Source: an optimization exercise on an open RTL-to-GDS flow (aim: small area, a short achievable clock period and few clock cycles per item). Production flows keep margins and buffers that such runs may drop. RTL that was checked went through simulation tests only; none was proved equivalent to the original.

==> run a <==
Design geofence, start of the top module:
module geofence (clk, reset, X, Y, R, valid, is_inside);
input clk;
input reset;
input [9:0] X;
input [9:0] Y;
input [10:0] R;
output reg valid;
output is_inside;
localparam KW = 10;        
localparam C_LAST = 5'd21;     
reg [4:0] c;
always @(posedge clk or posedge reset) begin
    if (reset) begin
        c     <= 5'd0;
        valid <= 1'b0;
    end else begin
        c     <= (c == C_LAST) ? 5'd0 : c + 5'd1;
        valid <= (c == C_LAST - 5'd1);
    end
end
reg [9:0] ix, iy, ir;
always @(posedge clk) begin
    ix <= X; iy <= Y; ir <= R[9:0];
end
reg [9:0] sx [0:5];
reg [9:0] sy [0:5];
reg [9:0] sr [0:5];
reg [KW-1:0] sk [1:5];
wire [9:0] sx0 = sx[0], sy0 = sy[0], sx5 = sx[5], sy5 = sy[5];
wire [9:0] sr1 = sr[1], sr2 = sr[2];
wire kaxp_g0 = ix[0] & ~sx0[0];
wire kaxp_p0 = ix[0] ^ ~sx0[0];
wire kaxp_g1 = ix[1] & ~sx0[1];
wire kaxp_p1 = ix[1] ^ ~sx0[1];
wire kaxp_g2 = ix[2] & ~sx0[2];
wire kaxp_p2 = ix[2] ^ ~sx0[2];
wire kaxp_g3 = ix[3] & ~sx0[3];
wire kaxp_p3 = ix[3] ^ ~sx0[3];
wire kaxp_g4 = ix[4] & ~sx0[4];
wire kaxp_p4 = ix[4] ^ ~sx0[4];
wire kaxp_g5 = ix[5] & ~sx0[5];
wire kaxp_p5 = ix[5] ^ ~sx0[5];
wire kaxp_g6 = ix[6] & ~sx0[6];
wire kaxp_p6 = ix[6] ^ ~sx0[6];
wire kaxp_g7 = ix[7] & ~sx0[7];
wire kaxp_p7 = ix[7] ^ ~sx0[7];
wire kaxp_g8 = ix[8] & ~sx0[8];
wire kaxp_p8 = ix[8] ^ ~sx0[8];
wire kaxp_g9 = ix[9] & ~sx0[9];
wire kaxp_p9 = ix[9] ^ ~sx0[9];
wire kaxp_g0c = kaxp_g0 | (kaxp_p0 & 1'b1);
wire kaxp_G1 = kaxp_g1 | (kaxp_p1 & kaxp_g0c);
wire kaxp_G2 = kaxp_g3 | (kaxp_p3 & kaxp_g2);
wire kaxp_P2 = kaxp_p3 & kaxp_p2;
wire kaxp_G3 = kaxp_g5 | (kaxp_p5 & kaxp_g4);
wire kaxp_P3 = kaxp_p5 & kaxp_p4;
wire kaxp_G4 = kaxp_g7 | (kaxp_p7 & kaxp_g6);
  ...
export LEC_CHECK = 0
export ABC_AREA = 1
export CAP_MARGIN = 20
export CORE_MARGIN = 2
export CORE_UTILIZATION = 60
export SLEW_MARGIN = 20
create_clock -name core_clock -period 32.0 [get_ports {clk}]
run.sh (not shown) runs the stock make flow with config.mk's settings and CLKGATE_MAP_FILE= SYNTH_SCRIPT=/design/flow/synth_recipe.tcl, a recipe that flattens the netlist after the stock synthesis.
==> run b: changes against run a <==
--- a/flow/design.v
+++ b/flow/design.v
@@ -995,11 +995,11 @@
 wire cmp1_G12 = cmp1_g4 | (cmp1_p4 & cmp1_G6);
 wire cmp1_G13 = cmp1_g6 | (cmp1_p6 & cmp1_G9);
 wire cmp1_G14 = cmp1_g8 | (cmp1_p8 & cmp1_G8);
 wire [9:0] cmp1_d = {(cmp1_p9 ^ cmp1_G14), (cmp1_p8 ^ cmp1_G8), (cmp1_p7 ^ cmp1_G13), (cmp1_p6 ^ cmp1_G9), (cmp1_p5 ^ cmp1_G12), (cmp1_p4 ^ cmp1_G6), (cmp1_p3 ^ cmp1_G11), (cmp1_p2 ^ cmp1_G1), (cmp1_p1 ^ cmp1_g0c), (cmp1_p0 ^ 1'b1)};
 wire cmp1_ge = cmp1_G10;
-assign bef[1] = (c < 5'd5) | ((cmp1_d != 0) & ~cmp1_d[9]);
+assign bef[1] = (c < 5'd5) | ~cmp1_d[9];    
 wire [KW-1:0] sk2 = sk[2];
 wire cmp2_g0 = sk2[0] & ~nkey[0];
 wire cmp2_p0 = sk2[0] ^ ~nkey[0];
 wire cmp2_g1 = sk2[1] & ~nkey[1];
 wire cmp2_p1 = sk2[1] ^ ~nkey[1];
@@ -1039,11 +1039,11 @@
 wire cmp2_G12 = cmp2_g4 | (cmp2_p4 & cmp2_G6);
 wire cmp2_G13 = cmp2_g6 | (cmp2_p6 & cmp2_G9);
 wire cmp2_G14 = cmp2_g8 | (cmp2_p8 & cmp2_G8);
 wire [9:0] cmp2_d = {(cmp2_p9 ^ cmp2_G14), (cmp2_p8 ^ cmp2_G8), (cmp2_p7 ^ cmp2_G13), (cmp2_p6 ^ cmp2_G9), (cmp2_p5 ^ cmp2_G12), (cmp2_p4 ^ cmp2_G6), (cmp2_p3 ^ cmp2_G11), (cmp2_p2 ^ cmp2_G1), (cmp2_p1 ^ cmp2_g0c), (cmp2_p0 ^ 1'b1)};
 wire cmp2_ge = cmp2_G10;
-assign bef[2] = (c < 5'd6) | ((cmp2_d != 0) & ~cmp2_d[9]);
+assign bef[2] = (c < 5'd6) | ~cmp2_d[9];    
 wire [KW-1:0] sk3 = sk[3];
 wire cmp3_g0 = sk3[0] & ~nkey[0];
 wire cmp3_p0 = sk3[0] ^ ~nkey[0];
 wire cmp3_g1 = sk3[1] & ~nkey[1];
 wire cmp3_p1 = sk3[1] ^ ~nkey[1];
@@ -1083,11 +1083,11 @@
 wire cmp3_G12 = cmp3_g4 | (cmp3_p4 & cmp3_G6);
 wire cmp3_G13 = cmp3_g6 | (cmp3_p6 & cmp3_G9);
 wire cmp3_G14 = cmp3_g8 | (cmp3_p8 & cmp3_G8);
 wire [9:0] cmp3_d = {(cmp3_p9 ^ cmp3_G14), (cmp3_p8 ^ cmp3_G8), (cmp3_p7 ^ cmp3_G13), (cmp3_p6 ^ cmp3_G9), (cmp3_p5 ^ cmp3_G12), (cmp3_p4 ^ cmp3_G6), (cmp3_p3 ^ cmp3_G11), (cmp3_p2 ^ cmp3_G1), (cmp3_p1 ^ cmp3_g0c), (cmp3_p0 ^ 1'b1)};
 wire cmp3_ge = cmp3_G10;
-assign bef[3] = (c < 5'd7) | ((cmp3_d != 0) & ~cmp3_d[9]);
+assign bef[3] = (c < 5'd7) | ~cmp3_d[9];    
 wire [KW-1:0] sk4 = sk[4];
 wire cmp4_g0 = sk4[0] & ~nkey[0];
 wire cmp4_p0 = sk4[0] ^ ~nkey[0];
 wire cmp4_g1 = sk4[1] & ~nkey[1];
 wire cmp4_p1 = sk4[1] ^ ~nkey[1];
@@ -1127,11 +1127,11 @@
 wire cmp4_G12 = cmp4_g4 | (cmp4_p4 & cmp4_G6);
 wire cmp4_G13 = cmp4_g6 | (cmp4_p6 & cmp4_G9);
 wire cmp4_G14 = cmp4_g8 | (cmp4_p8 & cmp4_G8);
 wire [9:0] cmp4_d = {(cmp4_p9 ^ cmp4_G14), (cmp4_p8 ^ cmp4_G8), (cmp4_p7 ^ cmp4_G13), (cmp4_p6 ^ cmp4_G9), (cmp4_p5 ^ cmp4_G12), (cmp4_p4 ^ cmp4_G6), (cmp4_p3 ^ cmp4_G11), (cmp4_p2 ^ cmp4_G1), (cmp4_p1 ^ cmp4_g0c), (cmp4_p0 ^ 1'b1)};
 wire cmp4_ge = cmp4_G10;
-assign bef[4] = (c < 5'd8) | ((cmp4_d != 0) & ~cmp4_d[9]);
+assign bef[4] = (c < 5'd8) | ~cmp4_d[9];    
 wire [KW-1:0] sk5 = sk[5];
 wire cmp5_g0 = sk5[0] & ~nkey[0];
 wire cmp5_p0 = sk5[0] ^ ~nkey[0];
 wire cmp5_g1 = sk5[1] & ~nkey[1];
 wire cmp5_p1 = sk5[1] ^ ~nkey[1];
@@ -1171,11 +1171,11 @@
 wire cmp5_G12 = cmp5_g4 | (cmp5_p4 & cmp5_G6);
 wire cmp5_G13 = cmp5_g6 | (cmp5_p6 & cmp5_G9);
 wire cmp5_G14 = cmp5_g8 | (cmp5_p8 & cmp5_G8);
 wire [9:0] cmp5_d = {(cmp5_p9 ^ cmp5_G14), (cmp5_p8 ^ cmp5_G8), (cmp5_p7 ^ cmp5_G13), (cmp5_p6 ^ cmp5_G9), (cmp5_p5 ^ cmp5_G12), (cmp5_p4 ^ cmp5_G6), (cmp5_p3 ^ cmp5_G11), (cmp5_p2 ^ cmp5_G1), (cmp5_p1 ^ cmp5_g0c), (cmp5_p0 ^ 1'b1)};
 wire cmp5_ge = cmp5_G10;
-assign bef[5] = (c < 5'd9) | ((cmp5_d != 0) & ~cmp5_d[9]);
+assign bef[5] = (c < 5'd9) | ~cmp5_d[9];    
 wire ins = (c >= 5'd4) && (c <= 5'd8);
 wire rot = (c >= 5'd9);
 integer s;
 always @(posedge clk) begin
     if (c == 5'd1) begin
@@ -1652,88 +1652,11 @@
 wire e_d2_210 = (e_d2_132 & e_d2_173) | (e_d2_132 & e_d2_172) | (e_d2_173 & e_d2_172);
 wire e_d2_211 = e_d2_136 ^ e_d2_175 ^ e_d2_174;
 wire e_d2_212 = (e_d2_136 & e_d2_175) | (e_d2_136 & e_d2_174) | (e_d2_175 & e_d2_174);
 wire e_d2_213 = e_d2_140 ^ e_d2_177 ^ e_d2_176;
 wire e_d2_214 = (e_d2_140 & e_d2_177) | (e_d2_140 & e_d2_176) | (e_d2_177 & e_d2_176);
-wire e_d2_215bk_g0 = e_d2_179 & e_d2_145;
-wire e_d2_215bk_p0 = e_d2_179 ^ e_d2_145;
-wire e_d2_215bk_g1 = e_d2_180 & e_d2_181;
-wire e_d2_215bk_p1 = e_d2_180 ^ e_d2_181;
-wire e_d2_215bk_g2 = e_d2_182 & e_d2_183;
-wire e_d2_215bk_p2 = e_d2_182 ^ e_d2_183;
-wire e_d2_215bk_g3 = e_d2_184 & e_d2_185;
-wire e_d2_215bk_p3 = e_d2_184 ^ e_d2_185;
-wire e_d2_215bk_g4 = e_d2_186 & e_d2_187;
-wire e_d2_215bk_p4 = e_d2_186 ^ e_d2_187;
-wire e_d2_215bk_g5 = e_d2_188 & e_d2_189;
-wire e_d2_215bk_p5 = e_d2_188 ^ e_d2_189;
-wire e_d2_215bk_g6 = e_d2_190 & e_d2_191;
-wire e_d2_215bk_p6 = e_d2_190 ^ e_d2_191;
-wire e_d2_215bk_g7 = e_d2_192 & e_d2_193;
-wire e_d2_215bk_p7 = e_d2_192 ^ e_d2_193;
-wire e_d2_215bk_g8 = e_d2_194 & e_d2_195;
-wire e_d2_215bk_p8 = e_d2_194 ^ e_d2_195;
-wire e_d2_215bk_g9 = e_d2_196 & e_d2_197;
-wire e_d2_215bk_p9 = e_d2_196 ^ e_d2_197;
-wire e_d2_215bk_g10 = e_d2_198 & e_d2_199;
-wire e_d2_215bk_p10 = e_d2_198 ^ e_d2_199;
-wire e_d2_215bk_g11 = e_d2_200 & e_d2_201;
-wire e_d2_215bk_p11 = e_d2_200 ^ e_d2_201;
-wire e_d2_215bk_g12 = e_d2_202 & e_d2_203;
-wire e_d2_215bk_p12 = e_d2_202 ^ e_d2_203;
-wire e_d2_215bk_g13 = e_d2_204 & e_d2_205;
-wire e_d2_215bk_p13 = e_d2_204 ^ e_d2_205;
-wire e_d2_215bk_g14 = e_d2_206 & e_d2_207;
-wire e_d2_215bk_p14 = e_d2_206 ^ e_d2_207;
-wire e_d2_215bk_g15 = e_d2_208 & e_d2_209;
-wire e_d2_215bk_p15 = e_d2_208 ^ e_d2_209;
-wire e_d2_215bk_g16 = e_d2_210 & e_d2_211;
-wire e_d2_215bk_p16 = e_d2_210 ^ e_d2_211;
-wire e_d2_215bk_g17 = e_d2_212 & e_d2_213;
-wire e_d2_215bk_p17 = e_d2_212 ^ e_d2_213;
-wire e_d2_215bk_G1 = e_d2_215bk_g1 | (e_d2_215bk_p1 & e_d2_215bk_g0);
-wire e_d2_215bk_G2 = e_d2_215bk_g3 | (e_d2_215bk_p3 & e_d2_215bk_g2);
-wire e_d2_215bk_P2 = e_d2_215bk_p3 & e_d2_215bk_p2;
-wire e_d2_215bk_G3 = e_d2_215bk_g5 | (e_d2_215bk_p5 & e_d2_215bk_g4);
-wire e_d2_215bk_P3 = e_d2_215bk_p5 & e_d2_215bk_p4;
-wire e_d2_215bk_G4 = e_d2_215bk_g7 | (e_d2_215bk_p7 & e_d2_215bk_g6);
-wire e_d2_215bk_P4 = e_d2_215bk_p7 & e_d2_215bk_p6;
-wire e_d2_215bk_G5 = e_d2_215bk_g9 | (e_d2_215bk_p9 & e_d2_215bk_g8);
-wire e_d2_215bk_P5 = e_d2_215bk_p9 & e_d2_215bk_p8;
-wire e_d2_215bk_G6 = e_d2_215bk_g11 | (e_d2_215bk_p11 & e_d2_215bk_g10);
-wire e_d2_215bk_P6 = e_d2_215bk_p11 & e_d2_215bk_p10;
-wire e_d2_215bk_G7 = e_d2_215bk_g13 | (e_d2_215bk_p13 & e_d2_215bk_g12);
-wire e_d2_215bk_P7 = e_d2_215bk_p13 & e_d2_215bk_p12;
-wire e_d2_215bk_G8 = e_d2_215bk_g15 | (e_d2_215bk_p15 & e_d2_215bk_g14);
-wire e_d2_215bk_P8 = e_d2_215bk_p15 & e_d2_215bk_p14;
-wire e_d2_215bk_G9 = e_d2_215bk_g17 | (e_d2_215bk_p17 & e_d2_215bk_g16);
-wire e_d2_215bk_P9 = e_d2_215bk_p17 & e_d2_215bk_p16;
-wire e_d2_215bk_G10 = e_d2_215bk_G2 | (e_d2_215bk_P2 & e_d2_215bk_G1);
-wire e_d2_215bk_G11 = e_d2_215bk_G4 | (e_d2_215bk_P4 & e_d2_215bk_G3);
-wire e_d2_215bk_P11 = e_d2_215bk_P4 & e_d2_215bk_P3;
-wire e_d2_215bk_G12 = e_d2_215bk_G6 | (e_d2_215bk_P6 & e_d2_215bk_G5);
-wire e_d2_215bk_P12 = e_d2_215bk_P6 & e_d2_215bk_P5;
-wire e_d2_215bk_G13 = e_d2_215bk_G8 | (e_d2_215bk_P8 & e_d2_215bk_G7);
-wire e_d2_215bk_P13 = e_d2_215bk_P8 & e_d2_215bk_P7;
-wire e_d2_215bk_G14 = e_d2_215bk_G11 | (e_d2_215bk_P11 & e_d2_215bk_G10);
-wire e_d2_215bk_G15 = e_d2_215bk_G13 | (e_d2_215bk_P13 & e_d2_215bk_G12);
-wire e_d2_215bk_P15 = e_d2_215bk_P13 & e_d2_215bk_P12;
-wire e_d2_215bk_G16 = e_d2_215bk_G15 | (e_d2_215bk_P15 & e_d2_215bk_G14);
-wire e_d2_215bk_G17 = e_d2_215bk_G12 | (e_d2_215bk_P12 & e_d2_215bk_G14);
-wire e_d2_215bk_G18 = e_d2_215bk_G3 | (e_d2_215bk_P3 & e_d2_215bk_G10);
-wire e_d2_215bk_G19 = e_d2_215bk_G5 | (e_d2_215bk_P5 & e_d2_215bk_G14);
-wire e_d2_215bk_G20 = e_d2_215bk_G7 | (e_d2_215bk_P7 & e_d2_215bk_G17);
-wire e_d2_215bk_G21 = e_d2_215bk_G9 | (e_d2_215bk_P9 & e_d2_215bk_G16);
-wire e_d2_215bk_G22 = e_d2_215bk_g2 | (e_d2_215bk_p2 & e_d2_215bk_G1);
-wire e_d2_215bk_G23 = e_d2_215bk_g4 | (e_d2_215bk_p4 & e_d2_215bk_G10);
-wire e_d2_215bk_G24 = e_d2_215bk_g6 | (e_d2_215bk_p6 & e_d2_215bk_G18);
-wire e_d2_215bk_G25 = e_d2_215bk_g8 | (e_d2_215bk_p8 & e_d2_215bk_G14);
-wire e_d2_215bk_G26 = e_d2_215bk_g10 | (e_d2_215bk_p10 & e_d2_215bk_G19);
-wire e_d2_215bk_G27 = e_d2_215bk_g12 | (e_d2_215bk_p12 & e_d2_215bk_G17);
-wire e_d2_215bk_G28 = e_d2_215bk_g14 | (e_d2_215bk_p14 & e_d2_215bk_G20);
-wire e_d2_215bk_G29 = e_d2_215bk_g16 | (e_d2_215bk_p16 & e_d2_215bk_G16);
-wire [17:0] e_d2 = {(e_d2_215bk_p17 ^ e_d2_215bk_G29), (e_d2_215bk_p16 ^ e_d2_215bk_G16), (e_d2_215bk_p15 ^ e_d2_215bk_G28), (e_d2_215bk_p14 ^ e_d2_215bk_G20), (e_d2_215bk_p13 ^ e_d2_215bk_G27), (e_d2_215bk_p12 ^ e_d2_215bk_G17), (e_d2_215bk_p11 ^ e_d2_215bk_G26), (e_d2_215bk_p10 ^ e_d2_215bk_G19), (e_d2_215bk_p9 ^ e_d2_215bk_G25), (e_d2_215bk_p8 ^ e_d2_215bk_G14), (e_d2_215bk_p7 ^ e_d2_215bk_G24), (e_d2_215bk_p6 ^ e_d2_215bk_G18), (e_d2_215bk_p5 ^ e_d2_215bk_G23), (e_d2_215bk_p4 ^ e_d2_215bk_G10), (e_d2_215bk_p3 ^ e_d2_215bk_G22), (e_d2_215bk_p2 ^ e_d2_215bk_G1), (e_d2_215bk_p1 ^ e_d2_215bk_g0), e_d2_215bk_p0};
+wire [17:0] e_d2 = ({e_d2_212, e_d2_210, e_d2_208, e_d2_206, e_d2_204, e_d2_202, e_d2_200, e_d2_198, e_d2_196, e_d2_194, e_d2_192, e_d2_190, e_d2_188, e_d2_186, e_d2_184, e_d2_182, e_d2_180, e_d2_179} + {e_d2_213, e_d2_211, e_d2_209, e_d2_207, e_d2_205, e_d2_203, e_d2_201, e_d2_199, e_d2_197, e_d2_195, e_d2_193, e_d2_191, e_d2_189, e_d2_187, e_d2_185, e_d2_183, e_d2_181, e_d2_145});
 reg [17:0] q1_d2;
 always @(posedge clk) q1_d2 <= {e_d2[17], e_d2[16], e_d2[15], e_d2[14], e_d2[13], e_d2[12], e_d2[11], e_d2[10], e_d2[9], e_d2[8], e_d2[7], e_d2[6], e_d2[5], e_d2[4], e_d2[3], e_d2[2], e_d2[1], e_d2[0]};
 wire sa5_g0 = q1_d2[16] & 1'b0;
 wire sa5_p0 = q1_d2[16] ^ 1'b0;
 wire sa5_g1 = q1_d2[17] & 1'b1;
==> comparison <==
Run b ran to the end with no violations. Run a passed the timing, DRC and antenna checks. Of run a and run b, run a has the higher first-iteration DRC count (gap 3.6%, measured against run b). Register-to-register slack: run a is lower than run b (0.02 ns). Of run b and run a, run a has the higher utilization (gap 0.29 points). Die area is about the same in run b and run a. In run a the worst setup slack is worse than in run b, by 0.020 ns. Synthesized area is about the same in run a and run b. Flip-flop and latch count is the same in run b and run a.
==> figures <==
item	run a	run b
Worst-case setup slack after placement	23.70 ns	23.75 ns
Number of instances in the synthesized netlist	5,617	5,730
Worst reg2reg path endpoint	q1_d2[17]	v_neg
Non-clock inverter total of the final layout	1,313	1,280
Largest net degree at the start of global routing	91	88
Vias in the first global route	35,800	35,500
Met3 usage in global routing	4.08%	3.27%
Worst-path fanout max	12	8
Critical Path Slowest Stage Cell	ha_1	fa_1
Fraction of area in multi-input gates	56.0%	56.4%
Drt via density	5.25	5.25
WL per Instance	17.0 um	16.9 um
Run status	finished clean	finished clean
Met1 Use GR	37.6%	35.8%
Final cycle utilization of the critical path	26.0%	25.9%
Critical Path Source	sx[0][0]	sx[5][0]
Compound-cell area share of the yosys netlist	9.76%	8.38%
Testbench counts of run b, summed over its fixed seeds: cycles 8,448, objects 384.
Function not checked in run a: the RTL went through the layout flow alone.

-- separate check: timing with driven ports --
No port has a modelled driver above. Below, the same layouts with a new extraction and two added sets of constraints.
Step 1: set_driving_cell puts a clkbuf_16 on clk and a buf_2 on each other input, an assumption about the parent block.
Step 2 adds t to the input delays and takes it off the output delays; t is the mean of the earliest and latest rising clock arrival at the registers after step 1. Input paths then give back, and output paths get back, about the clock's delay inside the block.
a / b / c = no drivers / after step 1 / after step 2; a / b = the first two.
run | t, ns | setup WS [ns] | worst setup path at the end | worst register clock-pin slew, ns | worst slew at a driven data input, ns
run a | 0.692 | 23.683 / 23.683 / 23.683 | register to register | 0.07 / 0.07 | 0.09
run b | 0.695 | 23.703 / 23.703 / 23.703 | register to register | 0.06 / 0.06 | 0.05
After both steps every run listed still meets setup and hold.
